Source: an optimization exercise on an open RTL-to-GDS flow (aim: small area, a short achievable clock period and few clock cycles). Production flows keep margins and buffers that such runs may drop.
The RTL was checked by simulation tests, not by an equivalence proof against the original design.
Power is estimated from default activity; no workload was simulated.

==> design.v <==
module veryl_Alu (
    input  logic [8-1:0]  i_command,
    input  logic [32-1:0] i_a      ,
    input  logic [32-1:0] i_b      ,
    output logic [1-1:0]  o_zero   ,
    output logic [32-1:0] o_out
);
    logic signed [32-1:0] i_a_signed; always_comb i_a_signed = i_a;
    logic signed [32-1:0] i_b_signed; always_comb i_b_signed = i_b;
    logic signed [32-1:0] o_sra_out ; always_comb o_sra_out  = i_a_signed >>> i_b_signed[4:0];
    always_comb o_zero = (o_out == 32'b0);
    always_comb o_out = (((i_command) == (8'h1)) ? (
        i_a + i_b
    ) : ((i_command) == (8'h2)) ? (
        i_a - i_b
    ) : ((i_command) == (8'h3)) ? (
        i_a & i_b
    ) : ((i_command) == (8'h4)) ? (
        i_a | i_b
    ) : ((i_command) == (8'h5)) ? (
        i_a ^ i_b
    ) : ((i_command) == (8'h6)) ? (
        i_a >> i_b[4:0]
    ) : ((i_command) == (8'h7)) ? (
        o_sra_out
    ) : ((i_command) == (8'h8)) ? (
        i_a << i_b[4:0]
    ) : (
        32'b0
    ));
endmodule
module veryl_Core (
    input logic i_clk,
    input logic i_rst,
    output logic [32-1:0] o_imem_addr ,
    input  logic [48-1:0] i_imem_rdata,
    output logic [1-1:0]  o_imem_we   ,
    output logic [32-1:0] o_imem_waddr,
    output logic [8-1:0]  o_imem_wdata,
    output logic [32-1:0] o_dmem_addr ,
    output logic [1-1:0]  o_dmem_re   ,
    output logic [4-1:0]  o_dmem_wmask,
    output logic [32-1:0] o_dmem_wdata,
    input  logic [32-1:0] i_dmem_rdata,
    output logic [32-1:0] o_io_addr  ,
    output logic [1-1:0]  o_io_rd    ,
    input  logic [1-1:0]  i_io_rvalid,
    input  logic [32-1:0] i_io_rdata ,
    output logic [1-1:0]  o_io_wr    ,
    output logic [32-1:0] o_io_wdata ,
    input  logic [1-1:0]  i_io_wready
);
    localparam logic [32-1:0] IROM_BASE = 32'h8000_0004;
    logic [32-1:0] i_dev_id;
    logic [1-1:0]  if_io_bus_din_valid ;
    logic [1-1:0]  if_io_bus_din_ready ;
    logic [32-1:0] if_io_bus_din_bits  ;
    logic [1-1:0]  if_io_bus_dout_valid;
    logic [1-1:0]  if_io_bus_dout_ready;
    logic [32-1:0] if_io_bus_dout_bits ;
    typedef struct packed {
        logic [5-1:0]  opcode    ;
        logic [3-1:0]  opcode_sub;
        logic [5-1:0]  rd        ;
        logic [5-1:0]  rs1       ;
        logic [5-1:0]  rs1_i     ;
        logic [5-1:0]  rs1_s     ;
        logic [5-1:0]  rs2       ;
        logic [5-1:0]  rs2_s     ;
        logic [32-1:0] imm       ;
        logic [25-1:0] imm_b     ;
        logic [32-1:0] imm_b_sext;
    } Instructure;
    Instructure w_instr;
    logic [8-1:0]  w_command;
    logic [32-1:0] w_a      ;
    logic [32-1:0] w_b      ;
    logic [1-1:0]  w_zero   ;
    logic [32-1:0] w_out    ;
    logic [32-1:0] m_regfile [0:32-1];
    logic [32-1:0] w_pc_next    ;
    logic [32-1:0] w_pc_fetching;
    logic [32-1:0] r_pc_fetched ;
    logic [48-1:0] w_instr_raw  ;
    logic [1-1:0]  w_is_dmem  ;
    logic [1-1:0]  w_is_imem  ;
    logic [4-1:0]  w_wen      ;
    logic [1-1:0]  w_ren      ;
    logic [32-1:0] w_dmem_read;
    always_comb begin
        o_imem_addr  = w_pc_fetching;
        w_instr_raw  = i_imem_rdata;
        o_imem_we    = (|w_wen) & w_is_imem;
        o_imem_waddr = w_out;
        o_imem_wdata = m_regfile[w_instr.rs2_s][7:0];
        o_dmem_addr  = w_out;
        o_dmem_re    = w_ren;
        o_dmem_wmask = w_wen & {4{w_is_dmem}};
        o_dmem_wdata = m_regfile[w_instr.rs2_s];
        w_dmem_read  = i_dmem_rdata;
        o_io_addr            = i_dev_id;
        o_io_rd              = if_io_bus_din_ready;
        if_io_bus_din_valid  = i_io_rvalid;
        if_io_bus_din_bits   = i_io_rdata;
        o_io_wr              = if_io_bus_dout_valid;
        o_io_wdata           = if_io_bus_dout_bits;
        if_io_bus_dout_ready = i_io_wready;
    end
    logic [1-1:0] r_load_ready  ;
    logic [1-1:0] w_branch_taken;
    always_comb begin
        w_pc_next = ((({w_instr.opcode_sub, w_instr.opcode}) == (BEQ)) ? (
            ((w_branch_taken) ? ( r_pc_fetched + w_instr.imm_b_sext ) : ( r_pc_fetched + 32'h6 ))
        ) : (({w_instr.opcode_sub, w_instr.opcode}) == (BNE)) ? (
            ((w_branch_taken) ? ( r_pc_fetched + w_instr.imm_b_sext ) : ( r_pc_fetched + 32'h6 ))
        ) : (({w_instr.opcode_sub, w_instr.opcode}) == (BLT)) ? (
            ((w_branch_taken) ? ( r_pc_fetched + w_instr.imm_b_sext ) : ( r_pc_fetched + 32'h6 ))
        ) : (({w_instr.opcode_sub, w_instr.opcode}) == (BLE)) ? (
            ((w_branch_taken) ? ( r_pc_fetched + w_instr.imm_b_sext ) : ( r_pc_fetched + 32'h6 ))
        ) : (({w_instr.opcode_sub, w_instr.opcode}) == (JAL)) ? (
            w_out
        ) : (({w_instr.opcode_sub, w_instr.opcode}) == (LW)) ? (
            ((!r_load_ready) ? ( r_pc_fetched ) : ( r_pc_fetched + 32'h6 ))
        ) : (({w_instr.opcode_sub, w_instr.opcode}) == (LH)) ? (
            ((!r_load_ready) ? ( r_pc_fetched ) : ( r_pc_fetched + 32'h6 ))
        ) : (({w_instr.opcode_sub, w_instr.opcode}) == (LB)) ? (
            ((!r_load_ready) ? ( r_pc_fetched ) : ( r_pc_fetched + 32'h6 ))
        ) : (({w_instr.opcode_sub, w_instr.opcode}) == (LHU)) ? (
            ((!r_load_ready) ? ( r_pc_fetched ) : ( r_pc_fetched + 32'h6 ))
        ) : (({w_instr.opcode_sub, w_instr.opcode}) == (LBU)) ? (
            ((!r_load_ready) ? ( r_pc_fetched ) : ( r_pc_fetched + 32'h6 ))
        ) : (({w_instr.opcode_sub, w_instr.opcode}) == (IN)) ? (
            ((!if_io_bus_din_valid) ? ( r_pc_fetched ) : ( r_pc_fetched + 32'h6 ))
        ) : (({w_instr.opcode_sub, w_instr.opcode}) == (OUT)) ? (
            ((!if_io_bus_dout_ready) ? ( r_pc_fetched ) : ( r_pc_fetched + 32'h6 ))
        ) : (
            r_pc_fetched + 32'h6
        ));
    end
    always_comb w_pc_fetching = (i_rst) ? ( IROM_BASE ) : ( w_pc_next );
    always_ff @ (posedge i_clk) begin
        if (i_rst) begin
            r_pc_fetched <= IROM_BASE;
        end else begin
            r_pc_fetched <= w_pc_fetching;
        end
    end
    always_comb w_instr.opcode     = w_instr_raw[4:0];
    always_comb w_instr.opcode_sub = w_instr_raw[7:5];
    always_comb w_instr.rd         = w_instr_raw[12:8];
    always_comb w_instr.rs1        = w_instr_raw[17:13];
    always_comb w_instr.rs1_i      = {2'b0, w_instr_raw[15:13]};
    always_comb w_instr.rs1_s      = {2'b0, w_instr_raw[15:13]};
    always_comb w_instr.rs2        = w_instr_raw[22:18];
    always_comb w_instr.rs2_s      = w_instr_raw[12:8];
    always_comb w_instr.imm        = w_instr_raw[47:16];
    always_comb w_instr.imm_b      = w_instr_raw[47:23];
    always_comb w_instr.imm_b_sext = {{7{w_instr_raw[47]}}, w_instr_raw[47:23]};
    localparam logic [8-1:0] NOP  = (8'h0 << 5) | 8'h0;
    localparam logic [8-1:0] ADD  = (8'h1 << 5) | 8'h1;
    localparam logic [8-1:0] SUB  = (8'h2 << 5) | 8'h1;
    localparam logic [8-1:0] ADDI = (8'h1 << 5) | 8'h2;
    localparam logic [8-1:0] SUBI = (8'h2 << 5) | 8'h2;
    localparam logic [8-1:0] BEQ  = (8'h0 << 5) | 8'h3;
    localparam logic [8-1:0] BNE  = (8'h1 << 5) | 8'h3;
    localparam logic [8-1:0] BLT  = (8'h2 << 5) | 8'h3;
    localparam logic [8-1:0] BLE  = (8'h3 << 5) | 8'h3;
    localparam logic [8-1:0] JAL  = (8'h4 << 5) | 8'h3;
    localparam logic [8-1:0] LW   = (8'h0 << 5) | 8'h4;
    localparam logic [8-1:0] LH   = (8'h1 << 5) | 8'h4;
    localparam logic [8-1:0] LB   = (8'h2 << 5) | 8'h4;
    localparam logic [8-1:0] LHU  = (8'h3 << 5) | 8'h4;
    localparam logic [8-1:0] LBU  = (8'h4 << 5) | 8'h4;
    localparam logic [8-1:0] SW   = (8'h0 << 5) | 8'h5;
    localparam logic [8-1:0] SH   = (8'h1 << 5) | 8'h5;
    localparam logic [8-1:0] SB   = (8'h2 << 5) | 8'h5;
    localparam logic [8-1:0] ISB  = (8'h3 << 5) | 8'h5;
    localparam logic [8-1:0] IN   = (8'h0 << 5) | 8'h6;
    localparam logic [8-1:0] OUT  = (8'h1 << 5) | 8'h6;
    localparam logic [8-1:0] AND  = (8'h0 << 5) | 8'h7;
    localparam logic [8-1:0] OR   = (8'h1 << 5) | 8'h7;
    localparam logic [8-1:0] XOR  = (8'h2 << 5) | 8'h7;
    localparam logic [8-1:0] SRL  = (8'h3 << 5) | 8'h7;
    localparam logic [8-1:0] SRA  = (8'h4 << 5) | 8'h7;
    localparam logic [8-1:0] SLL  = (8'h5 << 5) | 8'h7;
    localparam logic [8-1:0] ANDI = (8'h0 << 5) | 8'h8;
    localparam logic [8-1:0] ORI  = (8'h1 << 5) | 8'h8;
    localparam logic [8-1:0] XORI = (8'h2 << 5) | 8'h8;
    localparam logic [8-1:0] SRLI = (8'h3 << 5) | 8'h8;
    localparam logic [8-1:0] SRAI = (8'h4 << 5) | 8'h8;
    localparam logic [8-1:0] SLLI = (8'h5 << 5) | 8'h8;
    typedef enum logic [3-1:0] {
        InstKind_R = 3'h0,
        InstKind_I = 3'h1,
        InstKind_B = 3'h2,
        InstKind_S = 3'h3,
        InstKind_Nop = 3'h7
    } InstKind;
    InstKind inst_kind; always_comb inst_kind = (((w_instr.opcode) == (1)) ? (
        InstKind_R
    ) : ((w_instr.opcode) == (2)) ? (
        InstKind_I
    ) : ((w_instr.opcode) == (3)) ? (
        (((w_instr.opcode_sub) == (0)) ? (
            InstKind_B
        ) : ((w_instr.opcode_sub) == (1)) ? (
            InstKind_B
        ) : ((w_instr.opcode_sub) == (2)) ? (
            InstKind_B
        ) : ((w_instr.opcode_sub) == (3)) ? (
            InstKind_B
        ) : ((w_instr.opcode_sub) == (4)) ? (
            InstKind_I
        )  
         : (            InstKind_Nop
        ))
    ) : ((w_instr.opcode) == (4)) ? (
        InstKind_I
    ) : ((w_instr.opcode) == (5)) ? (
        InstKind_S
    ) : ((w_instr.opcode) == (6)) ? (
        (((w_instr.opcode_sub) == (0)) ? (
            InstKind_I
        ) : ((w_instr.opcode_sub) == (1)) ? (
            InstKind_S
        )  
         : (            InstKind_Nop
        ))
    ) : ((w_instr.opcode) == (7)) ? (
        InstKind_R
    ) : ((w_instr.opcode) == (8)) ? (
        InstKind_I
    ) : (
        InstKind_Nop
    ));
    always_comb w_is_dmem = ((({w_instr.opcode_sub, w_instr.opcode}) == (LW)) ? (
        1'b1
    ) : (({w_instr.opcode_sub, w_instr.opcode}) == (LH)) ? (
        1'b1
    ) : (({w_instr.opcode_sub, w_instr.opcode}) == (LB)) ? (
        1'b1
    ) : (({w_instr.opcode_sub, w_instr.opcode}) == (LHU)) ? (
        1'b1
    ) : (({w_instr.opcode_sub, w_instr.opcode}) == (LBU)) ? (
        1'b1
    ) : (({w_instr.opcode_sub, w_instr.opcode}) == (SW)) ? (
        1'b1
    ) : (({w_instr.opcode_sub, w_instr.opcode}) == (SH)) ? (
        1'b1
    ) : (({w_instr.opcode_sub, w_instr.opcode}) == (SB)) ? (
        1'b1
    ) : (
        1'b0
    ));
    always_comb w_is_imem = ((({w_instr.opcode_sub, w_instr.opcode}) == (ISB)) ? (
        1'b1
    ) : (
        1'b0
    ));
    always_comb w_command = ((({w_instr.opcode_sub, w_instr.opcode}) == (ADD)) ? (
        8'h1
    ) : (({w_instr.opcode_sub, w_instr.opcode}) == (SUB)) ? (
        8'h2
    ) : (({w_instr.opcode_sub, w_instr.opcode}) == (ADDI)) ? (
        8'h1
    ) : (({w_instr.opcode_sub, w_instr.opcode}) == (SUBI)) ? (
        8'h2
    ) : (({w_instr.opcode_sub, w_instr.opcode}) == (BEQ)) ? (
        8'h2
    ) : (({w_instr.opcode_sub, w_instr.opcode}) == (BNE)) ? (
        8'h2
    ) : (({w_instr.opcode_sub, w_instr.opcode}) == (BLT)) ? (
        8'h2
    ) : (({w_instr.opcode_sub, w_instr.opcode}) == (BLE)) ? (
        8'h2
    ) : (({w_instr.opcode_sub, w_instr.opcode}) == (JAL)) ? (
        8'h1
    ) : (({w_instr.opcode_sub, w_instr.opcode}) == (LW)) ? (
        8'h1
    ) : (({w_instr.opcode_sub, w_instr.opcode}) == (LH)) ? (
        8'h1
    ) : (({w_instr.opcode_sub, w_instr.opcode}) == (LB)) ? (
        8'h1
    ) : (({w_instr.opcode_sub, w_instr.opcode}) == (LHU)) ? (
        8'h1
    ) : (({w_instr.opcode_sub, w_instr.opcode}) == (LBU)) ? (
        8'h1
    ) : (({w_instr.opcode_sub, w_instr.opcode}) == (SW)) ? (
        8'h1
    ) : (({w_instr.opcode_sub, w_instr.opcode}) == (SH)) ? (
        8'h1
    ) : (({w_instr.opcode_sub, w_instr.opcode}) == (SB)) ? (
        8'h1
    ) : (({w_instr.opcode_sub, w_instr.opcode}) == (ISB)) ? (
        8'h1
    ) : (({w_instr.opcode_sub, w_instr.opcode}) == (IN)) ? (
        8'h1
    ) : (({w_instr.opcode_sub, w_instr.opcode}) == (OUT)) ? (
        8'h1
    ) : (({w_instr.opcode_sub, w_instr.opcode}) == (AND)) ? (
        8'h3
    ) : (({w_instr.opcode_sub, w_instr.opcode}) == (OR)) ? (
        8'h4
    ) : (({w_instr.opcode_sub, w_instr.opcode}) == (XOR)) ? (
        8'h5
    ) : (({w_instr.opcode_sub, w_instr.opcode}) == (SRL)) ? (
        8'h6
    ) : (({w_instr.opcode_sub, w_instr.opcode}) == (SRA)) ? (
        8'h7
    ) : (({w_instr.opcode_sub, w_instr.opcode}) == (SLL)) ? (
        8'h8
    ) : (({w_instr.opcode_sub, w_instr.opcode}) == (ANDI)) ? (
        8'h3
    ) : (({w_instr.opcode_sub, w_instr.opcode}) == (ORI)) ? (
        8'h4
    ) : (({w_instr.opcode_sub, w_instr.opcode}) == (XORI)) ? (
        8'h5
    ) : (({w_instr.opcode_sub, w_instr.opcode}) == (SRLI)) ? (
        8'h6
    ) : (({w_instr.opcode_sub, w_instr.opcode}) == (SRAI)) ? (
        8'h7
    ) : (({w_instr.opcode_sub, w_instr.opcode}) == (SLLI)) ? (
        8'h8
    ) : (
        8'h0
    ));
    always_comb w_a = (((inst_kind) == (InstKind_R)) ? (
        m_regfile[w_instr.rs1]
    ) : ((inst_kind) == (InstKind_I)) ? (
        m_regfile[w_instr.rs1_i]
    ) : ((inst_kind) == (InstKind_B)) ? (
        m_regfile[w_instr.rs1]
    ) : ((inst_kind) == (InstKind_S)) ? (
        m_regfile[w_instr.rs1_s]
    ) : (
        0
    ));
    always_comb w_b = (((inst_kind) == (InstKind_R)) ? (
        m_regfile[w_instr.rs2]
    ) : ((inst_kind) == (InstKind_I)) ? (
        w_instr.imm
    ) : ((inst_kind) == (InstKind_B)) ? (
        m_regfile[w_instr.rs2]
    ) : ((inst_kind) == (InstKind_S)) ? (
        w_instr.imm
    ) : (
        0
    ));
    veryl_Alu alu (
        .i_command (w_command),
        .i_a       (w_a      ),
        .i_b       (w_b      ),
        .o_zero    (w_zero   ),
        .o_out     (w_out    )
    );
    always_comb begin
        case (1'b1)
            ({w_instr.opcode_sub, w_instr.opcode}) == (SW                                                  ): w_wen = 4'b1111;
            ({w_instr.opcode_sub, w_instr.opcode}) == (SH                                                  ): w_wen = 4'b0011;
            ({w_instr.opcode_sub, w_instr.opcode}) == (SB), ({w_instr.opcode_sub, w_instr.opcode}) == (ISB): w_wen = 4'b0001;
            default                                                                                          : w_wen = 4'b0000;
        endcase
        case (1'b1)
            ({w_instr.opcode_sub, w_instr.opcode}) == (LW), ({w_instr.opcode_sub, w_instr.opcode}) == (LH), ({w_instr.opcode_sub, w_instr.opcode}) == (LB), ({w_instr.opcode_sub, w_instr.opcode}) == (LHU), ({w_instr.opcode_sub, w_instr.opcode}) == (LBU): w_ren = 1'b1;
            default                                                                                                                                                                                                                                              : w_ren = 1'b0;
        endcase
    end
    always_ff @ (posedge i_clk) begin
        if (i_rst) begin
            r_load_ready <= 0;
        end else begin
            case (1'b1)
                ({w_instr.opcode_sub, w_instr.opcode}) == (LW), ({w_instr.opcode_sub, w_instr.opcode}) == (LH), ({w_instr.opcode_sub, w_instr.opcode}) == (LB), ({w_instr.opcode_sub, w_instr.opcode}) == (LHU), ({w_instr.opcode_sub, w_instr.opcode}) == (LBU): begin
                    if (!r_load_ready) begin
                        r_load_ready <= 1;
                    end else begin
                        r_load_ready <= 0;
                    end
                end
                default: r_load_ready <= 0;
            endcase
        end
    end
    always_comb begin
        i_dev_id = w_out;
        if_io_bus_din_ready = {w_instr.opcode_sub, w_instr.opcode} == IN;
        if_io_bus_dout_valid = {w_instr.opcode_sub, w_instr.opcode} == OUT;
        if_io_bus_dout_bits  = m_regfile[w_instr.rs2_s];
    end
    always_comb begin
        w_branch_taken = ((({w_instr.opcode_sub, w_instr.opcode}) == (BEQ)) ? (
            w_zero
        ) : (({w_instr.opcode_sub, w_instr.opcode}) == (BNE)) ? (
            !w_zero
        ) : (({w_instr.opcode_sub, w_instr.opcode}) == (BLT)) ? (
            w_out[31]
        ) : (({w_instr.opcode_sub, w_instr.opcode}) == (BLE)) ? (
            w_out[31] || w_zero
        ) : (({w_instr.opcode_sub, w_instr.opcode}) == (JAL)) ? (
            1'h1
        ) : (
            1'h0
        ));
    end
    always_ff @ (posedge i_clk) begin
        if (i_rst) begin
            for (int unsigned i = 0; i < 32; i++) begin
                m_regfile[i] <= 32'h0;
            end
        end else if (w_instr.rd != 0) begin
            m_regfile[w_instr.rd] <= ((({w_instr.opcode_sub, w_instr.opcode}) == (BEQ)) ? (
                r_pc_fetched + 32'h6
            ) : (({w_instr.opcode_sub, w_instr.opcode}) == (BNE)) ? (
                r_pc_fetched + 32'h6
            ) : (({w_instr.opcode_sub, w_instr.opcode}) == (BLT)) ? (
                r_pc_fetched + 32'h6
            ) : (({w_instr.opcode_sub, w_instr.opcode}) == (BLE)) ? (
                r_pc_fetched + 32'h6
            ) : (({w_instr.opcode_sub, w_instr.opcode}) == (JAL)) ? (
                r_pc_fetched + 32'h6
            ) : (({w_instr.opcode_sub, w_instr.opcode}) == (LW)) ? (
                w_dmem_read
            ) : (({w_instr.opcode_sub, w_instr.opcode}) == (LH)) ? (
                {{16{w_dmem_read[15]}}, w_dmem_read[0+:16]}
            ) : (({w_instr.opcode_sub, w_instr.opcode}) == (LHU)) ? (
                {16'b0, w_dmem_read[0+:16]}
            ) : (({w_instr.opcode_sub, w_instr.opcode}) == (LB)) ? (
                {{24{w_dmem_read[7]}}, w_dmem_read[0+:8]}
            ) : (({w_instr.opcode_sub, w_instr.opcode}) == (LBU)) ? (
                {24'b0, w_dmem_read[0+:8]}
            ) : (({w_instr.opcode_sub, w_instr.opcode}) == (SW)) ? (
                m_regfile[w_instr.rd]
            ) : (({w_instr.opcode_sub, w_instr.opcode}) == (SH)) ? (
                m_regfile[w_instr.rd]
            ) : (({w_instr.opcode_sub, w_instr.opcode}) == (SB)) ? (
                m_regfile[w_instr.rd]
            ) : (({w_instr.opcode_sub, w_instr.opcode}) == (ISB)) ? (
                m_regfile[w_instr.rd]
            ) : (({w_instr.opcode_sub, w_instr.opcode}) == (IN)) ? (
                ((if_io_bus_din_valid) ? ( if_io_bus_din_bits ) : ( m_regfile[w_instr.rd] ))
            ) : (({w_instr.opcode_sub, w_instr.opcode}) == (OUT)) ? (
                m_regfile[w_instr.rd]
            ) : (
                w_out
            ));
        end
    end
endmodule
==> run.sh <==
#!/bin/bash
# synth_recipe.tcl (not shown) runs the flow's synth.tcl, then flattens the netlist and writes it again
# the make line also repeats each setting of config.mk as NAME=value (left out here)
make -C /OpenROAD-flow-scripts/flow DESIGN_CONFIG=/design/flow/config.mk WORK_HOME=/design/flow/orfs CLKGATE_MAP_FILE= SYNTH_SCRIPT=/design/flow/synth_recipe.tcl finish
==> config.mk <==
export PLATFORM = sky130hd
export DESIGN_NAME = veryl_Core
export DESIGN_NICKNAME = veryl_Core
export VERILOG_FILES = /design/flow/design.v
export SDC_FILE = /design/flow/constraint.sdc
export NUM_CORES = 4
export LEC_CHECK = 0
export CAP_MARGIN = 20
export CORE_MARGIN = 2
export CORE_UTILIZATION = 40
export PLACE_DENSITY = 0.6
export SETUP_SLACK_MARGIN = 0.2
export SLEW_MARGIN = 20
==> constraint.sdc <==
create_clock -name core_clock -period 14.0 [get_ports {i_clk}]
set_input_delay 2.8000 -clock core_clock [delete_from_list [all_inputs] [get_ports {i_clk}]]
set_output_delay 2.8000 -clock core_clock [all_outputs]
set_load 0.01 [all_outputs]
==> run notes <==
[layout by cell type, fill, tap and decap left out, types with 76 or more instances in the layout]
cell type           n
clkbuf_16         118
nor3_1             76
a22oi_1           102
nor2_1           1215
o21ai_0           140
inv_1             119
mux4_2            854
mux2i_1           221
a31oi_1            78
ha_1              128
buf_4             460
o22ai_1           209
a21oi_1           211
edfxtp_1         1024
nand2_1           209
clkdlybuf4s50_1   309
[sequential cells by signal, summed over array words and instances (netlist names)]
signal	cells
m_regfile	1024
r_load_ready	1
r_pc_fetched	32
[worst paths after layout]
| path | endpoint | slack, ns | depth (start not counted) |
|---|---|---|---|
| max | o_imem_addr[26] | 0.42 | 29 |
| min | r_load_ready | 0.43 | 1 |
| max reg2reg | m_regfile[28][30] | 6.33 | 26 |
| min reg2reg | r_load_ready | 0.43 | 1 |
[metal layers]
layer  vias to the layer above  global-route usage (%)
li1                      25601                       -
met3                      1602                   12.96
met4                        18                   32.52
met2                      5772                   58.53
met5                         -                       0
met1                     32976                   44.04
[metrics by stage]
step / cells / setup WS [ns] / area [um^2]
2_1_floorplan: 6431 / 0.6848 / 76540
3_3_place_gp: 9005 / -0.3552 / 84130
3_5_place_dp: 9007 / -0.2405 / 84190
4_1_cts: 9229 / 0.2786 / 87940
5_1_grt: 9237 / 0.1918 / 88280
6_report: 9249 / 0.4202 / 88310
[power by group through the flow]
stage / Sequential [mW] / Combinational, mW / Clock, mW
3_3_place_gp: 3.73 / 2.27 / 0
6_report: 3.68 / 2.39 / 3.01
2_1_floorplan: 3.71 / 1.29 / 0
3_5_place_dp: 3.74 / 2.27 / 0
4_1_cts: 3.68 / 2.29 / 3.01
5_1_grt: 3.69 / 2.43 / 3.13
[layout make-up]
type | count | share of cell area [%]
flip-flops and latches | 1057 | 35.57
well taps | 2511 | 3.558
diodes | 12 | 0.03400
multi-input cells | 4495 | 47.56
inverters | 128 | 0.5441
repair buffers | 830 | 8.661
clock inverters | 68 | 0.6517
clock buffers | 148 | 3.423
[what timing repair did]
| item | in CTS | in global routing |
|---|---|---|
| endpoints found under the setup margin | 32 | 32 |
| buffers inserted | 4 | 5 |
| pin swaps | 1 | 1 |
| gates cloned | 2 | 2 |
| gates resized for setup | 10 | 49 |
| hold buffers | 0 | 0 |
[kinds of logic after synthesis]
group / Yosys count / share of synthesized area (%)
and+or+nand+nor: 1880 / 10.56
AOI/OAI and AO/OA: 1250 / 11.22
muxes: 1118 / 28.77
DFF: 1057 / 41.10
buffers and inverters: 879 / 5.215
adders and majority gates: 131 / 2.174
xor gates and xnor gates: 84 / 0.9627
other: 1 / 0.004907
==> results.cfg <==
[global_routing]
first_global_vias = 64053
gr-total-overflow = 0
track_usage_pct = 38.58
grt_pass1_wl_um = 518600
antenna_found_initial = 21
grt_max_degree = 134

[power_and_ir_drop]
total_power_mw = 9.082
power_density_mw_per_mm2 = 102.8
pwr-share-seq_pct = 40.5
pwr-share-comb_pct = 26.3
p_int_mw = 6.108
power_switching_mw = 2.974
p_sw_share_pct = 32.75
leakagePower_nw = 31.04
p_clk_share_pct = 33.2
worst_ir_drop_vdd_v = 0.0001245

[sta]
slew_viol_final = 0
finalSetupViolCount = 0
skew_ns = 0.08960
holdWs_ns = 0.4313
fin_crit_sh_pct = 97.00
setup_tns_ns = 0
clock.fmax_mhz = 73.64
rsz0062_at_grt = false
finalHoldViolCount = 0
worst_pin_slew_ns = 1.284
min_period_ns = 13.58
relSlewSlack_pct = 13.68

[logic_synthesis]
synth_top_area_cell = edfxtp_1
synth_area_mm2 = 0.07642
synthFlopType = edfxtp_1
ys_seq_area_share_pct = 41.10
syn_inst = 6400
synth_top_area_share_pct = 40.24
async_flop_share_pct = 0
synth_cell_type_count = 100
synth.most_common_cell = nor2_1
yosysWarningCount = 2
netlist_top_cells_area = edfxtp_1 (40%), mux4_2 (25%), nor2_1 (6.0%)
netlist_top_cells_count = nor2_1 (1223), edfxtp_1 (1024), mux4_2 (854)
synth-edff-count = 1024
synth-seq-cells = 1057
syn_area_per_cell_um2 = 11.94

[floorplanning]
initial_core_util_pct = 40.23
dieArea_mm2 = 0.1946
die-height_um = 441.1
core_area_mm2 = 0.1900
rows = 160
die_w_um = 441.1
boundaryPins = 324

[detailed_routing]
wl_met1_um = 122400
routed_via_density = 7.133
drt_iter0_drc = 10178
highest_layer = met5
drc = 0
num_vias = 65969
avgRoutedWirePerCell_um = 41.43
firstDrtPassIters = 8
routed_wirelength_um = 383200
wl_met2_um = 169100
detail-route-antenna-nets = 0
wl_met3_um = 51870

[critical_path]
r2r-start = m_regfile[29][0]
cp.required_ns = 11.20
crit_family = simple AND/OR/NAND/NOR gates
startpoint = i_imem_rdata[13]
slowest_delay_ns = 0.63
path_buf_inv = 7
crit_slowest_cell = mux4_2
crit_type = primary input to output port
critPathCaptureType = output port
crit_path_max_fanout = 16
cp-start-kind = primary input
crit_arrival_ns = 10.78

[hold_path]
min-delay-start = r_load_ready
min_path_type = flip-flop to flip-flop

[clock_tree]
cts.clk_slew.worst_paths_ns = 0.07
cts_root_buffer = clkbuf_16
cts_max_level = 3
insertion_delay_ns = 0.81
cts_tree = yes
cts.sinks = 1057
cts_buffer_depth = 3
cts_buffers = 116

[placed_design]
hpwl_um = 257700
gp_congestion = 1.062
port_buffers = 323

[final_layout]
fill_cells = 16891
seqCellArea_mm2 = 0.03141
fin_util_pct = 46.48
layout-drive-gt1-share_pct = 26.94
nets = 6875
area_delta_synth_final_pct = 15.56
multi_input_area_mm2 = 0.04200

[status]
outcome = timing/DRC/antenna clean

[job]
drv_cap = 0
Testbench counts, summed over its fixed seeds: cycles 108,608.

## afterwards: timing with drivers on the ports
The results above use ideal ports. As a check the final layout listed here was re-extracted and re-timed, cells and wires unchanged. Step 1: set_driving_cell puts a clkbuf_16 on i_clk and a buf_2 on each other input, an assumption about the parent block. Step 2 moves the port delays by t, midway between the first and last clock arrival at a register: inputs arrive t later, outputs are due t later. That takes back most of the time a late clock gives input paths. Three values: ideal, step 1, step 2; two values: the first two.
t, ns: 0.827
setup slack, ns: 0.420 / 0.370 / 0.370
worst register clock-pin slew, ns: 0.07 / 0.07
worst slew at a driven data input, ns: 0.09
After both steps this run still meets setup and hold. For this run, drivers alone change the setup slack by -0.050 ns; drivers and shift together by -0.050 ns.
